This design comes from an exercise in tuning for small area, a short achievable clock period and few clock cycles on the open sky130 flow, not from production work. For this run, only the layout was checked, not whether the RTL still works. Power and IR drop assume default switching activity.

**design/flow/flow/run.sh**
```bash
#!/bin/bash
set -uo pipefail
export SETUP_SLACK_MARGIN=6.0
export BUFFER_PORTS_ARGS="-buffer_cell sky130_fd_sc_hd__buf_2"
bash standard.sh > standard.log 2>&1
```
**design/flow/standard.sh**
```bash
#!/bin/bash
# synth_recipe.tcl (not shown) runs the flow's synth.tcl, then flattens the netlist and writes it again
# the make line also repeats each setting of config.mk as NAME=value (left out here)
make -C /OpenROAD-flow-scripts/flow DESIGN_CONFIG=/design/flow/config.mk WORK_HOME=/design/flow/orfs CLKGATE_MAP_FILE= SYNTH_SCRIPT=/design/flow/synth_recipe.tcl "${@:-finish}"
```
**design/flow/config.mk**
```make
export PLATFORM = sky130hd
export DESIGN_NAME = ahb_lite_fir_filter
export DESIGN_NICKNAME = ahb_lite_fir_filter
export VERILOG_FILES = /design/flow/design.v
export SDC_FILE = /design/flow/constraint.sdc
export NUM_CORES = 4
export LEC_CHECK = 0
export CAP_MARGIN = 20
export CORE_MARGIN = 2
export CORE_UTILIZATION = 40
export CTS_BUF_LIST = sky130_fd_sc_hd__clkbuf_16
export CTS_CLUSTER_DIAMETER = 80
export CTS_CLUSTER_SIZE = 25
export SLEW_MARGIN = 20
```
**design/flow/constraint.sdc**
```tcl
create_clock -name core_clock -period 11.0 [get_ports {clk}]
set_input_delay 2.2000 -clock core_clock [delete_from_list [all_inputs] [get_ports {clk}]]
set_output_delay 2.2000 -clock core_clock [all_outputs]
set_load 0.01 [all_outputs]
```
**design/flow/design.v**
```verilog
module fir_mul
(
  input  wire [15:0] a,
  input  wire [8:0]  one,
  input  wire [7:0]  two,
  input  wire [7:0]  neg,
  output wire [15:0] m
);
  wire pp1;
  wire pp2;
  wire pp3;
  wire pp4;
  wire pp5;
  wire pp6;
  wire pp7;
  wire pp8;
  wire pp9;
  wire pp10;
  wire pp11;
  wire pp12;
  wire pp13;
  wire pp14;
  wire pp15;
  wire pp16;
  wire pp17;
  wire pp18;
  wire pp19;
  wire pp20;
  wire pp21;
  wire pp22;
  wire pp23;
  wire pp24;
  wire pp25;
  wire pp26;
  wire pp27;
  wire pp28;
  wire pp29;
  wire pp30;
  wire pp31;
  wire pp32;
  wire pp33;
  wire pp34;
  wire pp35;
  wire pp36;
  wire pp37;
  wire pp38;
  wire pp39;
  wire pp40;
  wire pp41;
  wire pp42;
  wire pp43;
  wire pp44;
  wire pp45;
  wire pp46;
  wire pp47;
  wire pp48;
  wire pp49;
  wire pp50;
  wire pp51;
  wire pp52;
  wire pp53;
  wire pp54;
  wire pp55;
  wire pp56;
  wire pp57;
  wire pp58;
  wire pp59;
  wire pp60;
  wire pp61;
  wire pp62;
  wire pp63;
  wire pp64;
  wire pp65;
  wire pp66;
  wire pp67;
  wire pp68;
  wire pp69;
  wire pp70;
  wire pp71;
  wire pp72;
  wire pp73;
  wire pp74;
  wire pp75;
  wire pp76;
  wire pp77;
  wire pp78;
  wire pp79;
  wire pp80;
  wire pp81;
  wire pp82;
  wire pp83;
  wire pp84;
  wire pp85;
  wire pp86;
  wire pp87;
  wire pp88;
  wire pp89;
  wire pp90;
  wire pp91;
  wire pp92;
  wire pp93;
  wire pp94;
  wire pp95;
  wire pp96;
  wire pp97;
  wire pp98;
  wire pp99;
  wire pp100;
  wire pp101;
  wire pp102;
  wire pp103;
  wire pp104;
  wire pp105;
  wire pp106;
  wire pp107;
  wire pp108;
  wire pp109;
  wire pp110;
  wire pp111;
  wire pp112;
  wire pp113;
  wire pp114;
  wire pp115;
  wire pp116;
  wire pp117;
  wire pp118;
  wire pp119;
  wire pp120;
  wire pp121;
  wire pp122;
  wire pp123;
  wire pp124;
  wire pp125;
  wire pp126;
  wire pp127;
  wire pp128;
  wire pp129;
  wire pp130;
  wire pp131;
  wire pp132;
  wire pp133;
  wire pp134;
  wire pp135;
  wire pp136;
  wire pp137;
  wire pp138;
  wire pp139;
  wire pp140;
  wire pp141;
  wire pp142;
  wire pp143;
  wire pp144;
  wire pp145;
  wire pp146;
  wire pp147;
  wire pp148;
  wire pp149;
  wire pp150;
  wire pp151;
  wire pp152;
  wire s153;
  wire c154;
  wire s155;
  wire c156;
  wire s157;
  wire c158;
  wire s159;
  wire c160;
  wire s161;
  wire c162;
  wire s163;
  wire c164;
  wire s165;
  wire c166;
  wire s167;
  wire c168;
  wire s169;
  wire c170;
  wire s171;
  wire c172;
  wire s173;
  wire c174;
  wire s175;
  wire c176;
  wire s177;
  wire c178;
  wire s179;
  wire c180;
  wire s181;
  wire c182;
  wire s183;
  wire c184;
  wire s185;
  wire c186;
  wire s187;
  wire c188;
  wire s189;
  wire c190;
  wire s191;
  wire c192;
  wire s193;
  wire c194;
  wire s195;
  wire c196;
  wire s197;
  wire c198;
  wire s199;
  wire c200;
  wire s201;
  wire c202;
  wire s203;
  wire c204;
  wire s205;
  wire c206;
  wire s207;
  wire c208;
  wire s209;
  wire c210;
  wire s211;
  wire c212;
  wire s213;
  wire c214;
  wire s215;
  wire c216;
  wire s217;
  wire c218;
  wire s219;
  wire c220;
  wire s221;
  wire c222;
  wire s223;
  wire c224;
  wire s225;
  wire c226;
  wire s227;
  wire c228;
  wire s229;
  wire c230;
  wire s231;
  wire c232;
  wire s233;
  wire c234;
  wire s235;
  wire c236;
  wire s237;
  wire c238;
  wire s239;
  wire c240;
  wire s241;
  wire c242;
  wire s243;
  wire c244;
  wire s245;
  wire c246;
  wire s247;
  wire c248;
  wire s249;
  wire c250;
  wire s251;
  wire c252;
  wire s253;
  wire c254;
  wire s255;
  wire c256;
  wire s257;
  wire c258;
  wire s259;
  wire c260;
  wire s261;
  wire c262;
  wire s263;
  wire c264;
  wire s265;
  wire c266;
  wire s267;
  wire c268;
  wire s269;
  wire c270;
  wire s271;
  wire c272;
  wire s273;
  wire c274;
  wire s275;
  wire c276;
  wire s277;
  wire c278;
  wire s279;
  wire c280;
  wire s281;
  wire c282;
  wire s283;
  wire c284;
  wire s285;
  wire c286;
  wire s287;
  wire c288;
  wire s289;
  wire c290;
  wire s291;
  wire c292;
  wire s293;
  wire c294;
  wire s295;
  wire c296;
  wire s297;
  wire c298;
  wire s299;
  wire c300;
  wire s301;
  wire c302;
  wire s303;
  wire c304;
  wire s305;
  wire c306;
  wire s307;
  wire c308;
  wire s309;
  wire c310;
  wire s311;
  wire c312;
  wire s313;
  wire c314;
  wire s315;
  wire c316;
  wire s317;
  wire c318;
  wire s319;
  wire c320;
  wire s321;
  wire c322;
  wire s323;
  wire c324;
  wire s325;
  wire c326;
  wire s327;
  wire c328;
  wire s329;
  wire c330;
  wire s331;
  wire c332;
  wire s333;
  wire c334;
  wire s335;
  wire c336;
  wire s337;
  wire c338;
  wire s339;
  wire c340;
  wire s341;
  wire c342;
  wire s343;
  wire c344;
  wire s345;
  wire c346;
  wire s347;
  wire c348;
  wire s349;
  wire c350;
  wire s351;
  wire c352;
  wire s353;
  wire c354;
  wire s355;
  wire c356;
  wire s357;
  wire c358;
  wire s359;
  wire c360;
  wire s361;
  wire c362;
  wire s363;
  wire c364;
  wire s365;
  wire c366;
  wire s367;
  wire c368;
  wire s369;
  wire c370;
  wire s371;
  wire c372;
  wire s373;
  wire c374;
  wire s375;
  wire c376;
  wire s377;
  wire c378;
  wire s379;
  wire c380;
  wire s381;
  wire c382;
  wire s383;
  wire c384;
  wire s385;
  wire c386;
  wire s387;
  wire c388;
  wire s389;
  wire c390;
  wire s391;
  wire c392;
  wire s393;
  wire c394;
  wire s395;
  wire c396;
  wire s397;
  wire c398;
  wire s399;
  wire c400;
  wire s401;
  wire c402;
  wire s403;
  wire c404;
  wire s405;
  wire c406;
  wire s407;
  wire c408;
  wire s409;
  wire c410;
  wire s411;
  wire c412;
  wire s413;
  wire c414;
  assign pp1 = ((one[0] & a[0])) ^ neg[0];
  assign pp2 = ((one[0] & a[1]) | (two[0] & a[0])) ^ neg[0];
  assign pp3 = ((one[0] & a[2]) | (two[0] & a[1])) ^ neg[0];
  assign pp4 = ((one[0] & a[3]) | (two[0] & a[2])) ^ neg[0];
  assign pp5 = ((one[0] & a[4]) | (two[0] & a[3])) ^ neg[0];
  assign pp6 = ((one[0] & a[5]) | (two[0] & a[4])) ^ neg[0];
  assign pp7 = ((one[0] & a[6]) | (two[0] & a[5])) ^ neg[0];
  assign pp8 = ((one[0] & a[7]) | (two[0] & a[6])) ^ neg[0];
  assign pp9 = ((one[0] & a[8]) | (two[0] & a[7])) ^ neg[0];
  assign pp10 = ((one[0] & a[9]) | (two[0] & a[8])) ^ neg[0];
  assign pp11 = ((one[0] & a[10]) | (two[0] & a[9])) ^ neg[0];
  assign pp12 = ((one[0] & a[11]) | (two[0] & a[10])) ^ neg[0];
  assign pp13 = ((one[0] & a[12]) | (two[0] & a[11])) ^ neg[0];
  assign pp14 = ((one[0] & a[13]) | (two[0] & a[12])) ^ neg[0];
  assign pp15 = ((one[0] & a[14]) | (two[0] & a[13])) ^ neg[0];
  assign pp16 = ((one[0] & a[15]) | (two[0] & a[14])) ^ neg[0];
  assign pp17 = ((two[0] & a[15])) ^ neg[0];
  assign pp18 = ((one[1] & a[0])) ^ neg[1];
  assign pp19 = ((one[1] & a[1]) | (two[1] & a[0])) ^ neg[1];
  assign pp20 = ((one[1] & a[2]) | (two[1] & a[1])) ^ neg[1];
  assign pp21 = ((one[1] & a[3]) | (two[1] & a[2])) ^ neg[1];
  assign pp22 = ((one[1] & a[4]) | (two[1] & a[3])) ^ neg[1];
  assign pp23 = ((one[1] & a[5]) | (two[1] & a[4])) ^ neg[1];
  assign pp24 = ((one[1] & a[6]) | (two[1] & a[5])) ^ neg[1];
  assign pp25 = ((one[1] & a[7]) | (two[1] & a[6])) ^ neg[1];
  assign pp26 = ((one[1] & a[8]) | (two[1] & a[7])) ^ neg[1];
  assign pp27 = ((one[1] & a[9]) | (two[1] & a[8])) ^ neg[1];
  assign pp28 = ((one[1] & a[10]) | (two[1] & a[9])) ^ neg[1];
  assign pp29 = ((one[1] & a[11]) | (two[1] & a[10])) ^ neg[1];
  assign pp30 = ((one[1] & a[12]) | (two[1] & a[11])) ^ neg[1];
  assign pp31 = ((one[1] & a[13]) | (two[1] & a[12])) ^ neg[1];
  assign pp32 = ((one[1] & a[14]) | (two[1] & a[13])) ^ neg[1];
  assign pp33 = ((one[1] & a[15]) | (two[1] & a[14])) ^ neg[1];
  assign pp34 = ((two[1] & a[15])) ^ neg[1];
  assign pp35 = ((one[2] & a[0])) ^ neg[2];
  assign pp36 = ((one[2] & a[1]) | (two[2] & a[0])) ^ neg[2];
  assign pp37 = ((one[2] & a[2]) | (two[2] & a[1])) ^ neg[2];
  assign pp38 = ((one[2] & a[3]) | (two[2] & a[2])) ^ neg[2];
  assign pp39 = ((one[2] & a[4]) | (two[2] & a[3])) ^ neg[2];
  assign pp40 = ((one[2] & a[5]) | (two[2] & a[4])) ^ neg[2];
  assign pp41 = ((one[2] & a[6]) | (two[2] & a[5])) ^ neg[2];
  assign pp42 = ((one[2] & a[7]) | (two[2] & a[6])) ^ neg[2];
  assign pp43 = ((one[2] & a[8]) | (two[2] & a[7])) ^ neg[2];
  assign pp44 = ((one[2] & a[9]) | (two[2] & a[8])) ^ neg[2];
  assign pp45 = ((one[2] & a[10]) | (two[2] & a[9])) ^ neg[2];
  assign pp46 = ((one[2] & a[11]) | (two[2] & a[10])) ^ neg[2];
  assign pp47 = ((one[2] & a[12]) | (two[2] & a[11])) ^ neg[2];
  assign pp48 = ((one[2] & a[13]) | (two[2] & a[12])) ^ neg[2];
  assign pp49 = ((one[2] & a[14]) | (two[2] & a[13])) ^ neg[2];
  assign pp50 = ((one[2] & a[15]) | (two[2] & a[14])) ^ neg[2];
  assign pp51 = ((two[2] & a[15])) ^ neg[2];
  assign pp52 = ((one[3] & a[0])) ^ neg[3];
  assign pp53 = ((one[3] & a[1]) | (two[3] & a[0])) ^ neg[3];
  assign pp54 = ((one[3] & a[2]) | (two[3] & a[1])) ^ neg[3];
  assign pp55 = ((one[3] & a[3]) | (two[3] & a[2])) ^ neg[3];
  assign pp56 = ((one[3] & a[4]) | (two[3] & a[3])) ^ neg[3];
  assign pp57 = ((one[3] & a[5]) | (two[3] & a[4])) ^ neg[3];
  assign pp58 = ((one[3] & a[6]) | (two[3] & a[5])) ^ neg[3];
  assign pp59 = ((one[3] & a[7]) | (two[3] & a[6])) ^ neg[3];
  assign pp60 = ((one[3] & a[8]) | (two[3] & a[7])) ^ neg[3];
  assign pp61 = ((one[3] & a[9]) | (two[3] & a[8])) ^ neg[3];
  assign pp62 = ((one[3] & a[10]) | (two[3] & a[9])) ^ neg[3];
  assign pp63 = ((one[3] & a[11]) | (two[3] & a[10])) ^ neg[3];
  assign pp64 = ((one[3] & a[12]) | (two[3] & a[11])) ^ neg[3];
  assign pp65 = ((one[3] & a[13]) | (two[3] & a[12])) ^ neg[3];
  assign pp66 = ((one[3] & a[14]) | (two[3] & a[13])) ^ neg[3];
  assign pp67 = ((one[3] & a[15]) | (two[3] & a[14])) ^ neg[3];
  assign pp68 = ((two[3] & a[15])) ^ neg[3];
  assign pp69 = ((one[4] & a[0])) ^ neg[4];
  assign pp70 = ((one[4] & a[1]) | (two[4] & a[0])) ^ neg[4];
  assign pp71 = ((one[4] & a[2]) | (two[4] & a[1])) ^ neg[4];
  assign pp72 = ((one[4] & a[3]) | (two[4] & a[2])) ^ neg[4];
  assign pp73 = ((one[4] & a[4]) | (two[4] & a[3])) ^ neg[4];
  assign pp74 = ((one[4] & a[5]) | (two[4] & a[4])) ^ neg[4];
  assign pp75 = ((one[4] & a[6]) | (two[4] & a[5])) ^ neg[4];
  assign pp76 = ((one[4] & a[7]) | (two[4] & a[6])) ^ neg[4];
  assign pp77 = ((one[4] & a[8]) | (two[4] & a[7])) ^ neg[4];
  assign pp78 = ((one[4] & a[9]) | (two[4] & a[8])) ^ neg[4];
  assign pp79 = ((one[4] & a[10]) | (two[4] & a[9])) ^ neg[4];
  assign pp80 = ((one[4] & a[11]) | (two[4] & a[10])) ^ neg[4];
  assign pp81 = ((one[4] & a[12]) | (two[4] & a[11])) ^ neg[4];
  assign pp82 = ((one[4] & a[13]) | (two[4] & a[12])) ^ neg[4];
  assign pp83 = ((one[4] & a[14]) | (two[4] & a[13])) ^ neg[4];
  assign pp84 = ((one[4] & a[15]) | (two[4] & a[14])) ^ neg[4];
  assign pp85 = ((two[4] & a[15])) ^ neg[4];
  assign pp86 = ((one[5] & a[0])) ^ neg[5];
  assign pp87 = ((one[5] & a[1]) | (two[5] & a[0])) ^ neg[5];
  assign pp88 = ((one[5] & a[2]) | (two[5] & a[1])) ^ neg[5];
  assign pp89 = ((one[5] & a[3]) | (two[5] & a[2])) ^ neg[5];
  assign pp90 = ((one[5] & a[4]) | (two[5] & a[3])) ^ neg[5];
  assign pp91 = ((one[5] & a[5]) | (two[5] & a[4])) ^ neg[5];
  assign pp92 = ((one[5] & a[6]) | (two[5] & a[5])) ^ neg[5];
  assign pp93 = ((one[5] & a[7]) | (two[5] & a[6])) ^ neg[5];
  assign pp94 = ((one[5] & a[8]) | (two[5] & a[7])) ^ neg[5];
  assign pp95 = ((one[5] & a[9]) | (two[5] & a[8])) ^ neg[5];
  assign pp96 = ((one[5] & a[10]) | (two[5] & a[9])) ^ neg[5];
  assign pp97 = ((one[5] & a[11]) | (two[5] & a[10])) ^ neg[5];
  assign pp98 = ((one[5] & a[12]) | (two[5] & a[11])) ^ neg[5];
  assign pp99 = ((one[5] & a[13]) | (two[5] & a[12])) ^ neg[5];
  assign pp100 = ((one[5] & a[14]) | (two[5] & a[13])) ^ neg[5];
  assign pp101 = ((one[5] & a[15]) | (two[5] & a[14])) ^ neg[5];
  assign pp102 = ((two[5] & a[15])) ^ neg[5];
  assign pp103 = ((one[6] & a[0])) ^ neg[6];
  assign pp104 = ((one[6] & a[1]) | (two[6] & a[0])) ^ neg[6];
  assign pp105 = ((one[6] & a[2]) | (two[6] & a[1])) ^ neg[6];
  assign pp106 = ((one[6] & a[3]) | (two[6] & a[2])) ^ neg[6];
  assign pp107 = ((one[6] & a[4]) | (two[6] & a[3])) ^ neg[6];
  assign pp108 = ((one[6] & a[5]) | (two[6] & a[4])) ^ neg[6];
  assign pp109 = ((one[6] & a[6]) | (two[6] & a[5])) ^ neg[6];
  assign pp110 = ((one[6] & a[7]) | (two[6] & a[6])) ^ neg[6];
  assign pp111 = ((one[6] & a[8]) | (two[6] & a[7])) ^ neg[6];
  assign pp112 = ((one[6] & a[9]) | (two[6] & a[8])) ^ neg[6];
  assign pp113 = ((one[6] & a[10]) | (two[6] & a[9])) ^ neg[6];
  assign pp114 = ((one[6] & a[11]) | (two[6] & a[10])) ^ neg[6];
  assign pp115 = ((one[6] & a[12]) | (two[6] & a[11])) ^ neg[6];
  assign pp116 = ((one[6] & a[13]) | (two[6] & a[12])) ^ neg[6];
  assign pp117 = ((one[6] & a[14]) | (two[6] & a[13])) ^ neg[6];
  assign pp118 = ((one[6] & a[15]) | (two[6] & a[14])) ^ neg[6];
  assign pp119 = ((two[6] & a[15])) ^ neg[6];
  assign pp120 = ((one[7] & a[0])) ^ neg[7];
  assign pp121 = ((one[7] & a[1]) | (two[7] & a[0])) ^ neg[7];
  assign pp122 = ((one[7] & a[2]) | (two[7] & a[1])) ^ neg[7];
  assign pp123 = ((one[7] & a[3]) | (two[7] & a[2])) ^ neg[7];
  assign pp124 = ((one[7] & a[4]) | (two[7] & a[3])) ^ neg[7];
  assign pp125 = ((one[7] & a[5]) | (two[7] & a[4])) ^ neg[7];
  assign pp126 = ((one[7] & a[6]) | (two[7] & a[5])) ^ neg[7];
  assign pp127 = ((one[7] & a[7]) | (two[7] & a[6])) ^ neg[7];
  assign pp128 = ((one[7] & a[8]) | (two[7] & a[7])) ^ neg[7];
  assign pp129 = ((one[7] & a[9]) | (two[7] & a[8])) ^ neg[7];
  assign pp130 = ((one[7] & a[10]) | (two[7] & a[9])) ^ neg[7];
  assign pp131 = ((one[7] & a[11]) | (two[7] & a[10])) ^ neg[7];
  assign pp132 = ((one[7] & a[12]) | (two[7] & a[11])) ^ neg[7];
  assign pp133 = ((one[7] & a[13]) | (two[7] & a[12])) ^ neg[7];
  assign pp134 = ((one[7] & a[14]) | (two[7] & a[13])) ^ neg[7];
  assign pp135 = ((one[7] & a[15]) | (two[7] & a[14])) ^ neg[7];
  assign pp136 = ((two[7] & a[15])) ^ neg[7];
  assign pp137 = one[8] & a[0];
  assign pp138 = one[8] & a[1];
  assign pp139 = one[8] & a[2];
  assign pp140 = one[8] & a[3];
  assign pp141 = one[8] & a[4];
  assign pp142 = one[8] & a[5];
  assign pp143 = one[8] & a[6];
  assign pp144 = one[8] & a[7];
  assign pp145 = one[8] & a[8];
  assign pp146 = one[8] & a[9];
  assign pp147 = one[8] & a[10];
  assign pp148 = one[8] & a[11];
  assign pp149 = one[8] & a[12];
  assign pp150 = one[8] & a[13];
  assign pp151 = one[8] & a[14];
  assign pp152 = one[8] & a[15];
  assign s153 = pp11 ^ pp26;
  assign c154 = pp11 & pp26;
  assign s155 = pp12 ^ pp27;
  assign c156 = pp12 & pp27;
  assign s157 = pp13 ^ pp28 ^ pp43;
  assign c158 = (pp13 & pp28) | (pp13 & pp43) | (pp28 & pp43);
  assign s159 = pp58 ^ pp73;
  assign c160 = pp58 & pp73;
  assign s161 = pp14 ^ pp29 ^ pp44;
  assign c162 = (pp14 & pp29) | (pp14 & pp44) | (pp29 & pp44);
  assign s163 = pp59 ^ pp74;
  assign c164 = pp59 & pp74;
  assign s165 = pp15 ^ pp30 ^ pp45;
  assign c166 = (pp15 & pp30) | (pp15 & pp45) | (pp30 & pp45);
  assign s167 = pp60 ^ pp75 ^ pp90;
  assign c168 = (pp60 & pp75) | (pp60 & pp90) | (pp75 & pp90);
  assign s169 = pp105 ^ pp120;
  assign c170 = pp105 & pp120;
  assign s171 = pp16 ^ pp31 ^ pp46;
  assign c172 = (pp16 & pp31) | (pp16 & pp46) | (pp31 & pp46);
  assign s173 = pp61 ^ pp76 ^ pp91;
  assign c174 = (pp61 & pp76) | (pp61 & pp91) | (pp76 & pp91);
  assign s175 = pp106 ^ pp121;
  assign c176 = pp106 & pp121;
  assign s177 = pp17 ^ pp32 ^ pp47;
  assign c178 = (pp17 & pp32) | (pp17 & pp47) | (pp32 & pp47);
  assign s179 = pp62 ^ pp77 ^ pp92;
  assign c180 = (pp62 & pp77) | (pp62 & pp92) | (pp77 & pp92);
  assign s181 = pp107 ^ pp122 ^ pp137;
  assign c182 = (pp107 & pp122) | (pp107 & pp137) | (pp122 & pp137);
  assign s183 = pp33 ^ pp48 ^ pp63;
  assign c184 = (pp33 & pp48) | (pp33 & pp63) | (pp48 & pp63);
  assign s185 = pp78 ^ pp93 ^ pp108;
  assign c186 = (pp78 & pp93) | (pp78 & pp108) | (pp93 & pp108);
  assign s187 = pp123 ^ pp138 ^ neg[0];
  assign c188 = (pp123 & pp138) | (pp123 & neg[0]) | (pp138 & neg[0]);
  assign s189 = pp34 ^ pp49 ^ pp64;
  assign c190 = (pp34 & pp49) | (pp34 & pp64) | (pp49 & pp64);
  assign s191 = pp79 ^ pp94 ^ pp109;
  assign c192 = (pp79 & pp94) | (pp79 & pp109) | (pp94 & pp109);
  assign s193 = pp124 ^ pp139 ^ neg[0];
  assign c194 = (pp124 & pp139) | (pp124 & neg[0]) | (pp139 & neg[0]);
  assign s195 = pp50 ^ pp65 ^ pp80;
  assign c196 = (pp50 & pp65) | (pp50 & pp80) | (pp65 & pp80);
  assign s197 = pp95 ^ pp110 ^ pp125;
  assign c198 = (pp95 & pp110) | (pp95 & pp125) | (pp110 & pp125);
  assign s199 = pp140 ^ ~neg[0] ^ ~neg[1];
  assign c200 = (pp140 & ~neg[0]) | (pp140 & ~neg[1]) | (~neg[0] & ~neg[1]);
  assign s201 = pp51 ^ pp66 ^ pp81;
  assign c202 = (pp51 & pp66) | (pp51 & pp81) | (pp66 & pp81);
  assign s203 = pp96 ^ pp111 ^ pp126;
  assign c204 = (pp96 & pp111) | (pp96 & pp126) | (pp111 & pp126);
  assign s205 = pp141 ^ 1'b1;
  assign c206 = pp141 & 1'b1;
  assign s207 = pp67 ^ pp82 ^ pp97;
  assign c208 = (pp67 & pp82) | (pp67 & pp97) | (pp82 & pp97);
  assign s209 = pp112 ^ pp127 ^ pp142;
  assign c210 = (pp112 & pp127) | (pp112 & pp142) | (pp127 & pp142);
  assign s211 = pp68 ^ pp83 ^ pp98;
  assign c212 = (pp68 & pp83) | (pp68 & pp98) | (pp83 & pp98);
  assign s213 = pp113 ^ pp128;
  assign c214 = pp113 & pp128;
  assign s215 = pp84 ^ pp99 ^ pp114;
  assign c216 = (pp84 & pp99) | (pp84 & pp114) | (pp99 & pp114);
  assign s217 = pp85 ^ pp100;
  assign c218 = pp85 & pp100;
  assign s219 = pp7 ^ pp22;
  assign c220 = pp7 & pp22;
  assign s221 = pp8 ^ pp23;
  assign c222 = pp8 & pp23;
  assign s223 = pp9 ^ pp24 ^ pp39;
  assign c224 = (pp9 & pp24) | (pp9 & pp39) | (pp24 & pp39);
  assign s225 = pp54 ^ pp69;
  assign c226 = pp54 & pp69;
  assign s227 = pp10 ^ pp25 ^ pp40;
  assign c228 = (pp10 & pp25) | (pp10 & pp40) | (pp25 & pp40);
  assign s229 = pp55 ^ pp70;
  assign c230 = pp55 & pp70;
  assign s231 = s153 ^ pp41 ^ pp56;
  assign c232 = (s153 & pp41) | (s153 & pp56) | (pp41 & pp56);
  assign s233 = pp71 ^ pp86 ^ neg[5];
  assign c234 = (pp71 & pp86) | (pp71 & neg[5]) | (pp86 & neg[5]);
  assign s235 = c154 ^ s155 ^ pp42;
  assign c236 = (c154 & s155) | (c154 & pp42) | (s155 & pp42);
  assign s237 = pp57 ^ pp72 ^ pp87;
  assign c238 = (pp57 & pp72) | (pp57 & pp87) | (pp72 & pp87);
  assign s239 = c156 ^ s157 ^ s159;
  assign c240 = (c156 & s157) | (c156 & s159) | (s157 & s159);
  assign s241 = pp88 ^ pp103 ^ neg[6];
  assign c242 = (pp88 & pp103) | (pp88 & neg[6]) | (pp103 & neg[6]);
  assign s243 = c158 ^ c160 ^ s161;
  assign c244 = (c158 & c160) | (c158 & s161) | (c160 & s161);
  assign s245 = s163 ^ pp89 ^ pp104;
  assign c246 = (s163 & pp89) | (s163 & pp104) | (pp89 & pp104);
  assign s247 = c162 ^ c164 ^ s165;
  assign c248 = (c162 & c164) | (c162 & s165) | (c164 & s165);
  assign s249 = s167 ^ s169 ^ neg[7];
  assign c250 = (s167 & s169) | (s167 & neg[7]) | (s169 & neg[7]);
  assign s251 = c166 ^ c168 ^ c170;
  assign c252 = (c166 & c168) | (c166 & c170) | (c168 & c170);
  assign s253 = s171 ^ s173 ^ s175;
  assign c254 = (s171 & s173) | (s171 & s175) | (s173 & s175);
  assign s255 = c172 ^ c174 ^ c176;
  assign c256 = (c172 & c174) | (c172 & c176) | (c174 & c176);
  assign s257 = s177 ^ s179 ^ s181;
  assign c258 = (s177 & s179) | (s177 & s181) | (s179 & s181);
  assign s259 = c178 ^ c180 ^ c182;
  assign c260 = (c178 & c180) | (c178 & c182) | (c180 & c182);
  assign s261 = s183 ^ s185 ^ s187;
  assign c262 = (s183 & s185) | (s183 & s187) | (s185 & s187);
  assign s263 = c184 ^ c186 ^ c188;
  assign c264 = (c184 & c186) | (c184 & c188) | (c186 & c188);
  assign s265 = s189 ^ s191 ^ s193;
  assign c266 = (s189 & s191) | (s189 & s193) | (s191 & s193);
  assign s267 = c190 ^ c192 ^ c194;
  assign c268 = (c190 & c192) | (c190 & c194) | (c192 & c194);
  assign s269 = s195 ^ s197 ^ s199;
  assign c270 = (s195 & s197) | (s195 & s199) | (s197 & s199);
  assign s271 = c196 ^ c198 ^ c200;
  assign c272 = (c196 & c198) | (c196 & c200) | (c198 & c200);
  assign s273 = s201 ^ s203 ^ s205;
  assign c274 = (s201 & s203) | (s201 & s205) | (s203 & s205);
  assign s275 = c202 ^ c204 ^ c206;
  assign c276 = (c202 & c204) | (c202 & c206) | (c204 & c206);
  assign s277 = s207 ^ s209 ^ ~neg[2];
  assign c278 = (s207 & s209) | (s207 & ~neg[2]) | (s209 & ~neg[2]);
  assign s279 = c208 ^ c210 ^ s211;
  assign c280 = (c208 & c210) | (c208 & s211) | (c210 & s211);
  assign s281 = s213 ^ pp143 ^ 1'b1;
  assign c282 = (s213 & pp143) | (s213 & 1'b1) | (pp143 & 1'b1);
  assign s283 = c212 ^ c214 ^ s215;
  assign c284 = (c212 & c214) | (c212 & s215) | (c214 & s215);
  assign s285 = pp129 ^ pp144 ^ ~neg[3];
  assign c286 = (pp129 & pp144) | (pp129 & ~neg[3]) | (pp144 & ~neg[3]);
  assign s287 = c216 ^ s217 ^ pp115;
  assign c288 = (c216 & s217) | (c216 & pp115) | (s217 & pp115);
  assign s289 = pp130 ^ pp145 ^ 1'b1;
  assign c290 = (pp130 & pp145) | (pp130 & 1'b1) | (pp145 & 1'b1);
  assign s291 = c218 ^ pp101 ^ pp116;
  assign c292 = (c218 & pp101) | (c218 & pp116) | (pp101 & pp116);
  assign s293 = pp131 ^ pp146 ^ ~neg[4];
  assign c294 = (pp131 & pp146) | (pp131 & ~neg[4]) | (pp146 & ~neg[4]);
  assign s295 = pp102 ^ pp117 ^ pp132;
  assign c296 = (pp102 & pp117) | (pp102 & pp132) | (pp117 & pp132);
  assign s297 = pp147 ^ 1'b1;
  assign c298 = pp147 & 1'b1;
  assign s299 = pp118 ^ pp133 ^ pp148;
  assign c300 = (pp118 & pp133) | (pp118 & pp148) | (pp133 & pp148);
  assign s301 = pp119 ^ pp134;
  assign c302 = pp119 & pp134;
  assign s303 = pp5 ^ pp20;
  assign c304 = pp5 & pp20;
  assign s305 = pp6 ^ pp21;
  assign c306 = pp6 & pp21;
  assign s307 = s219 ^ pp37 ^ pp52;
  assign c308 = (s219 & pp37) | (s219 & pp52) | (pp37 & pp52);
  assign s309 = c220 ^ s221 ^ pp38;
  assign c310 = (c220 & s221) | (c220 & pp38) | (s221 & pp38);
  assign s311 = c222 ^ s223 ^ s225;
  assign c312 = (c222 & s223) | (c222 & s225) | (s223 & s225);
  assign s313 = c224 ^ c226 ^ s227;
  assign c314 = (c224 & c226) | (c224 & s227) | (c226 & s227);
  assign s315 = c228 ^ c230 ^ s231;
  assign c316 = (c228 & c230) | (c228 & s231) | (c230 & s231);
  assign s317 = c232 ^ c234 ^ s235;
  assign c318 = (c232 & c234) | (c232 & s235) | (c234 & s235);
  assign s319 = c236 ^ c238 ^ s239;
  assign c320 = (c236 & c238) | (c236 & s239) | (c238 & s239);
  assign s321 = c240 ^ c242 ^ s243;
  assign c322 = (c240 & c242) | (c240 & s243) | (c242 & s243);
  assign s323 = c244 ^ c246 ^ s247;
  assign c324 = (c244 & c246) | (c244 & s247) | (c246 & s247);
  assign s325 = c248 ^ c250 ^ s251;
  assign c326 = (c248 & c250) | (c248 & s251) | (c250 & s251);
  assign s327 = c252 ^ c254 ^ s255;
  assign c328 = (c252 & c254) | (c252 & s255) | (c254 & s255);
  assign s329 = c256 ^ c258 ^ s259;
  assign c330 = (c256 & c258) | (c256 & s259) | (c258 & s259);
  assign s331 = c260 ^ c262 ^ s263;
  assign c332 = (c260 & c262) | (c260 & s263) | (c262 & s263);
  assign s333 = c264 ^ c266 ^ s267;
  assign c334 = (c264 & c266) | (c264 & s267) | (c266 & s267);
  assign s335 = c268 ^ c270 ^ s271;
  assign c336 = (c268 & c270) | (c268 & s271) | (c270 & s271);
  assign s337 = c272 ^ c274 ^ s275;
  assign c338 = (c272 & c274) | (c272 & s275) | (c274 & s275);
  assign s339 = c276 ^ c278 ^ s279;
  assign c340 = (c276 & c278) | (c276 & s279) | (c278 & s279);
  assign s341 = c280 ^ c282 ^ s283;
  assign c342 = (c280 & c282) | (c280 & s283) | (c282 & s283);
  assign s343 = c284 ^ c286 ^ s287;
  assign c344 = (c284 & c286) | (c284 & s287) | (c286 & s287);
  assign s345 = c288 ^ c290 ^ s291;
  assign c346 = (c288 & c290) | (c288 & s291) | (c290 & s291);
  assign s347 = c292 ^ c294 ^ s295;
  assign c348 = (c292 & c294) | (c292 & s295) | (c294 & s295);
  assign s349 = c296 ^ c298 ^ s299;
  assign c350 = (c296 & c298) | (c296 & s299) | (c298 & s299);
  assign s351 = c300 ^ s301 ^ pp149;
  assign c352 = (c300 & s301) | (c300 & pp149) | (s301 & pp149);
  assign s353 = c302 ^ pp135 ^ pp150;
  assign c354 = (c302 & pp135) | (c302 & pp150) | (pp135 & pp150);
  assign s355 = pp136 ^ pp151;
  assign c356 = pp136 & pp151;
  assign s357 = pp3 ^ pp18;
  assign c358 = pp3 & pp18;
  assign s359 = pp4 ^ pp19;
  assign c360 = pp4 & pp19;
  assign s361 = s303 ^ pp35 ^ neg[2];
  assign c362 = (s303 & pp35) | (s303 & neg[2]) | (pp35 & neg[2]);
  assign s363 = c304 ^ s305 ^ pp36;
  assign c364 = (c304 & s305) | (c304 & pp36) | (s305 & pp36);
  assign s365 = c306 ^ s307 ^ neg[3];
  assign c366 = (c306 & s307) | (c306 & neg[3]) | (s307 & neg[3]);
  assign s367 = c308 ^ s309 ^ pp53;
  assign c368 = (c308 & s309) | (c308 & pp53) | (s309 & pp53);
  assign s369 = c310 ^ s311 ^ neg[4];
  assign c370 = (c310 & s311) | (c310 & neg[4]) | (s311 & neg[4]);
  assign s371 = c312 ^ s313 ^ s229;
  assign c372 = (c312 & s313) | (c312 & s229) | (s313 & s229);
  assign s373 = c314 ^ s315 ^ s233;
  assign c374 = (c314 & s315) | (c314 & s233) | (s315 & s233);
  assign s375 = c316 ^ s317 ^ s237;
  assign c376 = (c316 & s317) | (c316 & s237) | (s317 & s237);
  assign s377 = c318 ^ s319 ^ s241;
  assign c378 = (c318 & s319) | (c318 & s241) | (s319 & s241);
  assign s379 = c320 ^ s321 ^ s245;
  assign c380 = (c320 & s321) | (c320 & s245) | (s321 & s245);
  assign s381 = c322 ^ s323 ^ s249;
  assign c382 = (c322 & s323) | (c322 & s249) | (s323 & s249);
  assign s383 = c324 ^ s325 ^ s253;
  assign c384 = (c324 & s325) | (c324 & s253) | (s325 & s253);
  assign s385 = c326 ^ s327 ^ s257;
  assign c386 = (c326 & s327) | (c326 & s257) | (s327 & s257);
  assign s387 = c328 ^ s329 ^ s261;
  assign c388 = (c328 & s329) | (c328 & s261) | (s329 & s261);
  assign s389 = c330 ^ s331 ^ s265;
  assign c390 = (c330 & s331) | (c330 & s265) | (s331 & s265);
  assign s391 = c332 ^ s333 ^ s269;
  assign c392 = (c332 & s333) | (c332 & s269) | (s333 & s269);
  assign s393 = c334 ^ s335 ^ s273;
  assign c394 = (c334 & s335) | (c334 & s273) | (s335 & s273);
  assign s395 = c336 ^ s337 ^ s277;
  assign c396 = (c336 & s337) | (c336 & s277) | (s337 & s277);
  assign s397 = c338 ^ s339 ^ s281;
  assign c398 = (c338 & s339) | (c338 & s281) | (s339 & s281);
  assign s399 = c340 ^ s341 ^ s285;
  assign c400 = (c340 & s341) | (c340 & s285) | (s341 & s285);
  assign s401 = c342 ^ s343 ^ s289;
  assign c402 = (c342 & s343) | (c342 & s289) | (s343 & s289);
  assign s403 = c344 ^ s345 ^ s293;
  assign c404 = (c344 & s345) | (c344 & s293) | (s345 & s293);
  assign s405 = c346 ^ s347 ^ s297;
  assign c406 = (c346 & s347) | (c346 & s297) | (s347 & s297);
  assign s407 = c348 ^ s349 ^ ~neg[5];
  assign c408 = (c348 & s349) | (c348 & ~neg[5]) | (s349 & ~neg[5]);
  assign s409 = c350 ^ s351 ^ 1'b1;
  assign c410 = (c350 & s351) | (c350 & 1'b1) | (s351 & 1'b1);
  assign s411 = c352 ^ s353 ^ ~neg[6];
  assign c412 = (c352 & s353) | (c352 & ~neg[6]) | (s353 & ~neg[6]);
  assign s413 = c354 ^ s355 ^ 1'b1;
  assign c414 = (c354 & s355) | (c354 & 1'b1) | (s355 & 1'b1);
  wire [30:0] r0 = {c412, c410, c408, c406, c404, c402, c400, c398, c396, c394, c392, c390, c388, c386, c384, c382, c380, c378, c376, c374, c372, c370, c368, c366, c364, c362, c360, c358, s357, pp2, pp1};
  wire [30:0] r1 = {s413, s411, s409, s407, s405, s403, s401, s399, s397, s395, s393, s391, s389, s387, s385, s383, s381, s379, s377, s375, s373, s371, s369, s367, s365, s363, s361, s359, neg[1], 1'b0, neg[0]};
  wire [30:0] g0 = r0 & r1;
  wire [30:0] p0 = r0 ^ r1;
  wire G1 = g0[1] | (p0[1] & g0[0]);
  wire P1 = p0[1] & p0[0];
  wire G2 = g0[3] | (p0[3] & g0[2]);
  wire P2 = p0[3] & p0[2];
  wire G3 = g0[5] | (p0[5] & g0[4]);
  wire P3 = p0[5] & p0[4];
  wire G4 = g0[7] | (p0[7] & g0[6]);
  wire P4 = p0[7] & p0[6];
  wire G5 = g0[9] | (p0[9] & g0[8]);
  wire P5 = p0[9] & p0[8];
  wire G6 = g0[11] | (p0[11] & g0[10]);
  wire P6 = p0[11] & p0[10];
  wire G7 = g0[13] | (p0[13] & g0[12]);
  wire P7 = p0[13] & p0[12];
  wire G8 = g0[15] | (p0[15] & g0[14]);
  wire P8 = p0[15] & p0[14];
  wire G9 = g0[17] | (p0[17] & g0[16]);
  wire P9 = p0[17] & p0[16];
  wire G10 = g0[19] | (p0[19] & g0[18]);
  wire P10 = p0[19] & p0[18];
  wire G11 = g0[21] | (p0[21] & g0[20]);
  wire P11 = p0[21] & p0[20];
  wire G12 = g0[23] | (p0[23] & g0[22]);
  wire P12 = p0[23] & p0[22];
  wire G13 = g0[25] | (p0[25] & g0[24]);
  wire P13 = p0[25] & p0[24];
  wire G14 = g0[27] | (p0[27] & g0[26]);
  wire P14 = p0[27] & p0[26];
  wire G15 = g0[29] | (p0[29] & g0[28]);
  wire P15 = p0[29] & p0[28];
  wire G16 = g0[2] | (p0[2] & G1);
  wire P16 = p0[2] & P1;
  wire G17 = G2 | (P2 & G1);
  wire P17 = P2 & P1;
  wire G18 = g0[6] | (p0[6] & G3);
  wire P18 = p0[6] & P3;
  wire G19 = G4 | (P4 & G3);
  wire P19 = P4 & P3;
  wire G20 = g0[10] | (p0[10] & G5);
  wire P20 = p0[10] & P5;
  wire G21 = G6 | (P6 & G5);
  wire P21 = P6 & P5;
  wire G22 = g0[14] | (p0[14] & G7);
  wire P22 = p0[14] & P7;
  wire G23 = G8 | (P8 & G7);
  wire P23 = P8 & P7;
  wire G24 = g0[18] | (p0[18] & G9);
  wire P24 = p0[18] & P9;
  wire G25 = G10 | (P10 & G9);
  wire P25 = P10 & P9;
  wire G26 = g0[22] | (p0[22] & G11);
  wire P26 = p0[22] & P11;
  wire G27 = G12 | (P12 & G11);
  wire P27 = P12 & P11;
  wire G28 = g0[26] | (p0[26] & G13);
  wire P28 = p0[26] & P13;
  wire G29 = G14 | (P14 & G13);
  wire P29 = P14 & P13;
  wire G30 = g0[30] | (p0[30] & G15);
  wire P30 = p0[30] & P15;
  wire G31 = g0[4] | (p0[4] & G17);
  wire P31 = p0[4] & P17;
  wire G32 = G3 | (P3 & G17);
  wire P32 = P3 & P17;
  wire G33 = G18 | (P18 & G17);
  wire P33 = P18 & P17;
  wire G34 = G19 | (P19 & G17);
  wire P34 = P19 & P17;
  wire G35 = g0[12] | (p0[12] & G21);
  wire P35 = p0[12] & P21;
  wire G36 = G7 | (P7 & G21);
  wire P36 = P7 & P21;
  wire G37 = G22 | (P22 & G21);
  wire P37 = P22 & P21;
  wire G38 = G23 | (P23 & G21);
  wire P38 = P23 & P21;
  wire G39 = g0[20] | (p0[20] & G25);
  wire P39 = p0[20] & P25;
  wire G40 = G11 | (P11 & G25);
  wire P40 = P11 & P25;
  wire G41 = G26 | (P26 & G25);
  wire P41 = P26 & P25;
  wire G42 = G27 | (P27 & G25);
  wire P42 = P27 & P25;
  wire G43 = g0[28] | (p0[28] & G29);
  wire P43 = p0[28] & P29;
  wire G44 = G15 | (P15 & G29);
  wire P44 = P15 & P29;
  wire G45 = G30 | (P30 & G29);
  wire P45 = P30 & P29;
  wire G46 = g0[8] | (p0[8] & G34);
  wire P46 = p0[8] & P34;
  wire G47 = G5 | (P5 & G34);
  wire P47 = P5 & P34;
  wire G48 = G20 | (P20 & G34);
  wire P48 = P20 & P34;
  wire G49 = G21 | (P21 & G34);
  wire P49 = P21 & P34;
  wire G50 = G35 | (P35 & G34);
  wire P50 = P35 & P34;
  wire G51 = G36 | (P36 & G34);
  wire P51 = P36 & P34;
  wire G52 = G37 | (P37 & G34);
  wire P52 = P37 & P34;
  wire G53 = G38 | (P38 & G34);
  wire P53 = P38 & P34;
  wire G54 = g0[24] | (p0[24] & G42);
  wire P54 = p0[24] & P42;
  wire G55 = G13 | (P13 & G42);
  wire P55 = P13 & P42;
  wire G56 = G28 | (P28 & G42);
  wire P56 = P28 & P42;
  wire G57 = G29 | (P29 & G42);
  wire P57 = P29 & P42;
  wire G58 = G43 | (P43 & G42);
  wire P58 = P43 & P42;
  wire G59 = G44 | (P44 & G42);
  wire P59 = P44 & P42;
  wire G60 = G45 | (P45 & G42);
  wire P60 = P45 & P42;
  wire G61 = g0[16] | (p0[16] & G53);
  wire P61 = p0[16] & P53;
  wire G62 = G9 | (P9 & G53);
  wire P62 = P9 & P53;
  wire G63 = G24 | (P24 & G53);
  wire P63 = P24 & P53;
  wire G64 = G25 | (P25 & G53);
  wire P64 = P25 & P53;
  wire G65 = G39 | (P39 & G53);
  wire P65 = P39 & P53;
  wire G66 = G40 | (P40 & G53);
  wire P66 = P40 & P53;
  wire G67 = G41 | (P41 & G53);
  wire P67 = P41 & P53;
  wire G68 = G42 | (P42 & G53);
  wire P68 = P42 & P53;
  wire G69 = G54 | (P54 & G53);
  wire P69 = P54 & P53;
  wire G70 = G55 | (P55 & G53);
  wire P70 = P55 & P53;
  wire G71 = G56 | (P56 & G53);
  wire P71 = P56 & P53;
  wire G72 = G57 | (P57 & G53);
  wire P72 = P57 & P53;
  wire G73 = G58 | (P58 & G53);
  wire P73 = P58 & P53;
  wire G74 = G59 | (P59 & G53);
  wire P74 = P59 & P53;
  wire G75 = G60 | (P60 & G53);
  wire P75 = P60 & P53;
  assign m[0] = p0[15] ^ G52;
  assign m[1] = p0[16] ^ G53;
  assign m[2] = p0[17] ^ G61;
  assign m[3] = p0[18] ^ G62;
  assign m[4] = p0[19] ^ G63;
  assign m[5] = p0[20] ^ G64;
  assign m[6] = p0[21] ^ G65;
  assign m[7] = p0[22] ^ G66;
  assign m[8] = p0[23] ^ G67;
  assign m[9] = p0[24] ^ G68;
  assign m[10] = p0[25] ^ G69;
  assign m[11] = p0[26] ^ G70;
  assign m[12] = p0[27] ^ G71;
  assign m[13] = p0[28] ^ G72;
  assign m[14] = p0[29] ^ G73;
  assign m[15] = p0[30] ^ G74;
endmodule
module fir_booth
(
  input  wire [15:0] b,
  output wire [8:0]  one,
  output wire [7:0]  two,
  output wire [7:0]  neg
);
  wire [16:0] bx = {b, 1'b0};
  genvar i;
  generate
    for (i = 0; i < 8; i = i + 1) begin : dig
      wire h = bx[2*i+2], m = bx[2*i+1], l = bx[2*i];
      assign one[i] = m ^ l;
      assign two[i] = (h & ~m & ~l) | (~h & m & l);
      assign neg[i] = h & ~(m & l);
    end
  endgenerate
  assign one[8] = b[15];
endmodule
module ahb_lite_fir_filter
(
  input  wire        clk,
  input  wire        n_rst,
  input  wire        hsel,
  input  wire [3:0]  haddr,
  input  wire        hsize,
  input  wire [1:0]  htrans,
  input  wire        hwrite,
  input  wire [15:0] hwdata,
  output reg  [15:0] hrdata,
  output reg         hresp
);
  wire xfer   = hsel & (htrans == 2'd2);
  wire wr_ok  = (haddr >= 4'd4) & (haddr <= 4'd14);
  always_comb hresp = xfer & (hwrite ? ~wr_ok : (haddr == 4'd15));
  reg        wp;           
  reg [3:0]  pa;           
  reg        ps;           
  always_ff @(posedge clk, negedge n_rst)
    if (!n_rst) wp <= 1'b0;
    else        wp <= xfer & hwrite & wr_ok;
  always_ff @(posedge clk) begin
    pa <= haddr;
    ps <= hsize;
  end
  wire wlo = wp & (ps | ~pa[0]);
  wire whi = wp & (ps |  pa[0]);
  reg [15:0] smp;                  
  reg [15:0] f0, f1, f2, f3;       
  reg [15:0] c0, c1, c2, c3;       
  reg [15:0] x1, x2;               
  reg        vc, vx1, vx2;         
  reg [17:0] acc;                  
  reg [15:0] res;                  
  reg        err;
  reg [15:0] mr;                   
  reg [15:0] ma;                   
  reg [8:0]  bone;                 
  reg [7:0]  btwo, bneg;
  reg s_0;                         
  reg u;                           
  reg s_c1;                        
  reg s_c2;                        
  reg s_c3;                        
  reg s_a3;                        
  reg g2;                          
  wire sel_smp = pa[3:1] == 3'd2;
  wire start   = wp & sel_smp;
  wire wr14    = wp & (pa == 4'd14);
  wire load    = wr14 & hwdata[0];
  wire [15:0] smp_n = {whi & sel_smp ? hwdata[15:8] : smp[15:8],
                       wlo & sel_smp ? hwdata[7:0]  : smp[7:0]};
  reg  [15:0] bn;
  wire [8:0]  bn_one;
  wire [7:0]  bn_two, bn_neg;
  wire [15:0] m;
  always_comb
    bn = ({16{start & vc}} & c0) | ({16{s_0 & vc}} & c1) |
         ({16{s_c1 & vc}} & c2) | ({16{s_c2 & vc}} & c3);
  fir_booth ENC (.b(bn), .one(bn_one), .two(bn_two), .neg(bn_neg));
  always_ff @(posedge clk) begin
    ma <= ({16{start | wr14 | s_0}} & smp_n) | ({16{s_c1 & vx1}} & x1) |
          ({16{s_c2 & vx2}} & x2);
    bone <= bn_one;
    btwo <= bn_two;
    bneg <= bn_neg;
  end
  fir_mul MUL (.a(ma), .one(bone), .two(btwo), .neg(bneg), .m(m));
  wire        sub  = g2 | s_c3;
  wire [17:0] opa  = s_c2 ? 18'd0 : acc;
  wire [17:0] sum  = sub ? opa - {2'b0, mr} : opa + {2'b0, mr};
  wire err_now = (~acc[17] & acc[16]) | (acc[17] & (mr > acc[15:0]));
  always_ff @(posedge clk)
    mr <= m;
  always_ff @(posedge clk, negedge n_rst) begin
    if (!n_rst) begin
      smp <= '0;
      f0 <= '0; f1 <= '0; f2 <= '0; f3 <= '0;
      vc <= 1'b0; vx1 <= 1'b0; vx2 <= 1'b0;
      acc <= '0;
      res <= '0;
      err <= 1'b0;
      s_0 <= 1'b0; u <= 1'b0; s_c1 <= 1'b0; s_c2 <= 1'b0; s_c3 <= 1'b0;
      s_a3 <= 1'b0; g2 <= 1'b0;
    end else begin
      smp <= smp_n;
      if (wlo && pa[3:1] == 3'd3) f0[7:0]  <= hwdata[7:0];
      if (whi && pa[3:1] == 3'd3) f0[15:8] <= hwdata[15:8];
      if (wlo && pa[3:1] == 3'd4) f1[7:0]  <= hwdata[7:0];
      if (whi && pa[3:1] == 3'd4) f1[15:8] <= hwdata[15:8];
      if (wlo && pa[3:1] == 3'd5) f2[7:0]  <= hwdata[7:0];
      if (whi && pa[3:1] == 3'd5) f2[15:8] <= hwdata[15:8];
      if (wlo && pa[3:1] == 3'd6) f3[7:0]  <= hwdata[7:0];
      if (whi && pa[3:1] == 3'd6) f3[15:8] <= hwdata[15:8];
      if (start) begin
        vx1 <= 1'b1;
        vx2 <= vx1;
      end
      if (load)
        vc <= 1'b1;
      s_0  <= start | load;
      u    <= start;
      s_c1 <= s_0;
      g2   <= s_0 & u;
      s_c2 <= s_c1;
      s_c3 <= s_c2;
      s_a3 <= s_c3;
      if (load)
        err <= 1'b0;
      else if (g2)
        err <= err_now;
      if (g2)
        res <= sum[17] ? 16'd0 - sum[15:0] : sum[15:0];
      if (s_c2 | s_c3 | s_a3)
        acc <= sum;
    end
  end
  always_ff @(posedge clk) begin
    if (start) begin
      x1 <= smp;
      x2 <= x1;
    end
    if (load) begin
      c0 <= f0; c1 <= f1; c2 <= f2; c3 <= f3;
    end
  end
  reg [7:0] blo, bhi;
  always_comb begin
    case (pa[3:1])
      3'd0:    begin blo = {7'b0, s_0}; bhi = {7'b0, g2 ? err_now : err}; end
      3'd1:    begin blo = res[7:0];     bhi = res[15:8];   end
      3'd2:    begin blo = smp[7:0];     bhi = smp[15:8];   end
      3'd3:    begin blo = f0[7:0];      bhi = f0[15:8];    end
      3'd4:    begin blo = f1[7:0];      bhi = f1[15:8];    end
      3'd5:    begin blo = f2[7:0];      bhi = f2[15:8];    end
      3'd6:    begin blo = f3[7:0];      bhi = f3[15:8];    end
      default: begin blo = 8'd0;         bhi = 8'd0;        end
    endcase
    hrdata = {(ps | pa[0]) ? bhi : 8'd0, (ps | ~pa[0]) ? blo : 8'd0};
  end
endmodule
```
==> impl_metrics.toml <==
[placement]
place.gp.congestion = 0.8534
port_buffers = 43
placed_cells = 2350
dp_hpwl_um = 35210

[drt]
drc = 0
viasPerCell = 5.636
wire_per_inst_um = 20.64
via_count = 13750
drt_pass1_iterations = 6
postRouteAntennaNets = 0
routed_wl_um = 50360
drt_iter0_markers = 1275

[layout]
layout_commonest_cell = "inv_1"
final_cell_mix = "176 x inv_1, 141 x xnor2_1, 134 x a22oi_1"
syn_to_final_growth_pct = 11.39
top_register = "acc"
instances_no_fill = 2440
layout.nets = 2045
drive_above_1_share_pct = 18.71
diodes = 0
largest_reg_flops = 18

[synthesis]
async_flop_share_pct = 44.37
yosysUniqueCellTypes = 70
synthesis.nets = 2034
ys_ff_latch = 284
synth-xor-area-share_pct = 8.118
synth_edf_count = 96
synth_flop_cell = "dfrtp_1"
netlist_area_mm2 = 0.01888
synth-compound-area-share_pct = 14.47
synthAdderAreaFrac_pct = 17.20
synthSimpleGateAreaFrac_pct = 9.271
synth_warnings = 1
ys_seq_area_share_pct = 38.54
syn_area_per_cell_um2 = 10.43
muxShareOfSynthArea_pct = 6.209
synth_top_family_by_area = "adder cells"
syn_inst = 1811

[clock_tree]
cts_buffers = 17
cts_tree = "built"
clk_latency_ps = 510
clk_pin_slew_ps = 100
htreeDepth = 1
clockBufferDepth = 3
cts_root_buf = "clkbuf_16"
postCtsHoldBufs = 0
cts.sinks = 284

[run]
maxCapViolCount = 0

[sta]
period_share_pct = 47.56
tns_ps = 0
setup_viol = 0
finClkSkew_ps = 30.33
worst_pin_slew_ps = 1077
timing.hold.ws_ps = 413.8
finalHoldViolations = 0
report.final.slew_viol_count = 0
slew_headroom_pct = 28.04
rsz0062_at_grt = "true"
max_freq_ghz = 0.1912
fin_crit_ps = 5231

[worst_setup_path]
path_class = "flop to output port"
endpoint_kind = "output port"
worstPathArrival_ps = 3030
cp.required_ps = 8800
crit_fanout = 2
reg2reg_depth = 19
r2r_start = "ma[9]"
rrSetupSlack_ps = 5900
cp-start-kind = "flop"
worstReg2RegEnd = "mr[15]"

[grt]
gr-usage-all-layers_pct = 20.43
grt_max_degree = 71
grt_pass1_vias = 13960
antenna_found_initial = 0
grt_pass1_wl_um = 79980
grt-ovfl-total = 0

[power]
p_per_area_mw_per_mm2 = 152.9
leakage_nw = 8.766
worst_ir_drop_vdd_uv = 115.0

[run_status]
status = "timing/DRC/antenna clean"

[worst_hold_path]
min_from = "s_c1"
hold_end = "s_c2"
holdPathStages = 0
hold_class = "flop to flop"

[floorplanning]
die_h_um = 221.3
die-width_um = 221.3
row_count = 79
coreArea_mm2 = 0.04656
io-pin-count = 44
dieArea_mm2 = 0.04896
start_util_pct = 40.55
[worst max-delay path, stage by stage, from the launching register on]
cell and delay (ps):
dfrtp_1 410, inv_2 110, ha_4 210, a21o_1 150, a21o_1 150, a21o_1 160, a21oi_2 150, nor2_2 60
a2111oi_4 370, o221ai_4 220, o21ai_4 230, a31oi_1 130, buf_2 180
[stage by stage]
stage	instance area (um2)	worst slack, ps	util, %	power (mW)
final	21030	5769	45.17	3.216
after global routing	21030	5606	45.17	3.441
after CTS	20750	5729	44.57	3.166
after detailed placement	19530	4898	41.94	2.451
after global placement	19530	5115	41.94	2.431
after floorplan	18970	5941	-	2.147
[how the worst max path moves through the flow]
stage	from	end	slack, ps	depth (start not counted)
after floorplan	btwo[1]	mr[15]	5940	19
after global placement	bneg[0]	mr[15]	5110	16
after detailed placement	bneg[1]	mr[15]	4900	16
after CTS	acc[1]	hrdata[8]	5730	12
after global routing	acc[9]	hrdata[8]	5610	12
final	acc[9]	hrdata[8]	5770	12
[synth_stat cells, types with 22 or more instances]
master    number  area, um2
xor2_1        30      262.8
xnor2_1      145       1270
inv_1        176      660.6
nand3_1       27      135.1
mux2_2        81      912.1
a22oi_1      146       1096
dfrtp_1      126       3153
nand2_1      103      386.6
dfxtp_1       62       1241
mux2i_1       26      260.3
edfxtp_1      96       2883
nor2_1       102      382.9
ha_1          90       1126
and2_1        22      137.6
fa_1         106       2122
o21ai_0       66      330.3
a21oi_1       34      170.2
clkbuf_1     118      442.9
[power breakdown]
part | switching [mW] | internal (mW) | leakage [nW]
clock | 0.375 | 0.301 | 0.286
combinational | 0.788 | 0.514 | 5.41
sequential | 0.0716 | 1.17 | 3.07
total | 1.23 | 1.98 | 8.77
[per-layer routing]
metal  routed length [um]  vias to the layer above  GRT usage (%)  part of all wire [%]
met2                23830                      472          33.87                    47
met1                22360                     6901          28.08                    44
li1                     -                     6300              -                     -
met4                 1589                        0          7.015                   3.2
met3                 2589                       79          1.846                   5.1
met5                    0                        -              0                     0
[cells by family after synthesis]
family | after synthesis
and+or+nand+nor | 358
muxes | 107
DFF | 284
AOI/OAI and AO/OA | 383
adders and majority gates | 196
xor gates and xnor gates | 175
buffers and inverters | 308
[repair_timing]
item	CTS	global route
resized for setup	101	45
setup endpoints to repair	18	38
buffers inserted	52	7
pin swaps	40	32
gates cloned	0	1
[cell type report]
class / instances / area (um2)
clock inverter: 13 / 107.6
sequential: 284 / 7387
tap: 607 / 759.5
timing repair buffer: 119 / 818.3
multi-input combinational: 1220 / 10850
fill: 4283 / 25520
inverter: 180 / 681.9
clock buffer: 17 / 425.4

==> what the ideal ports hide <==
Ports are ideal in the flow. The routed layout listed here was re-timed in OpenROAD. Step 1: set_driving_cell puts a clkbuf_16 on clk and a buf_2 on each other input, an assumption about the parent block. Step 2 also shifts input and output timing later by t, the mid clock arrival at the registers, as if the neighbouring blocks saw the same clock. a / b / c = ideal ports / drivers / drivers and shift; a / b = the first two.
t, ns: 0.553
setup slack, ns: 5.769 / 5.716 / 5.902
slew at the worst register clock pin (ns): 0.10 / 0.10
After both steps setup and hold are still met in this run. The setup slack of this run moves by -0.053 ns with the drivers and by +0.133 ns with both steps.
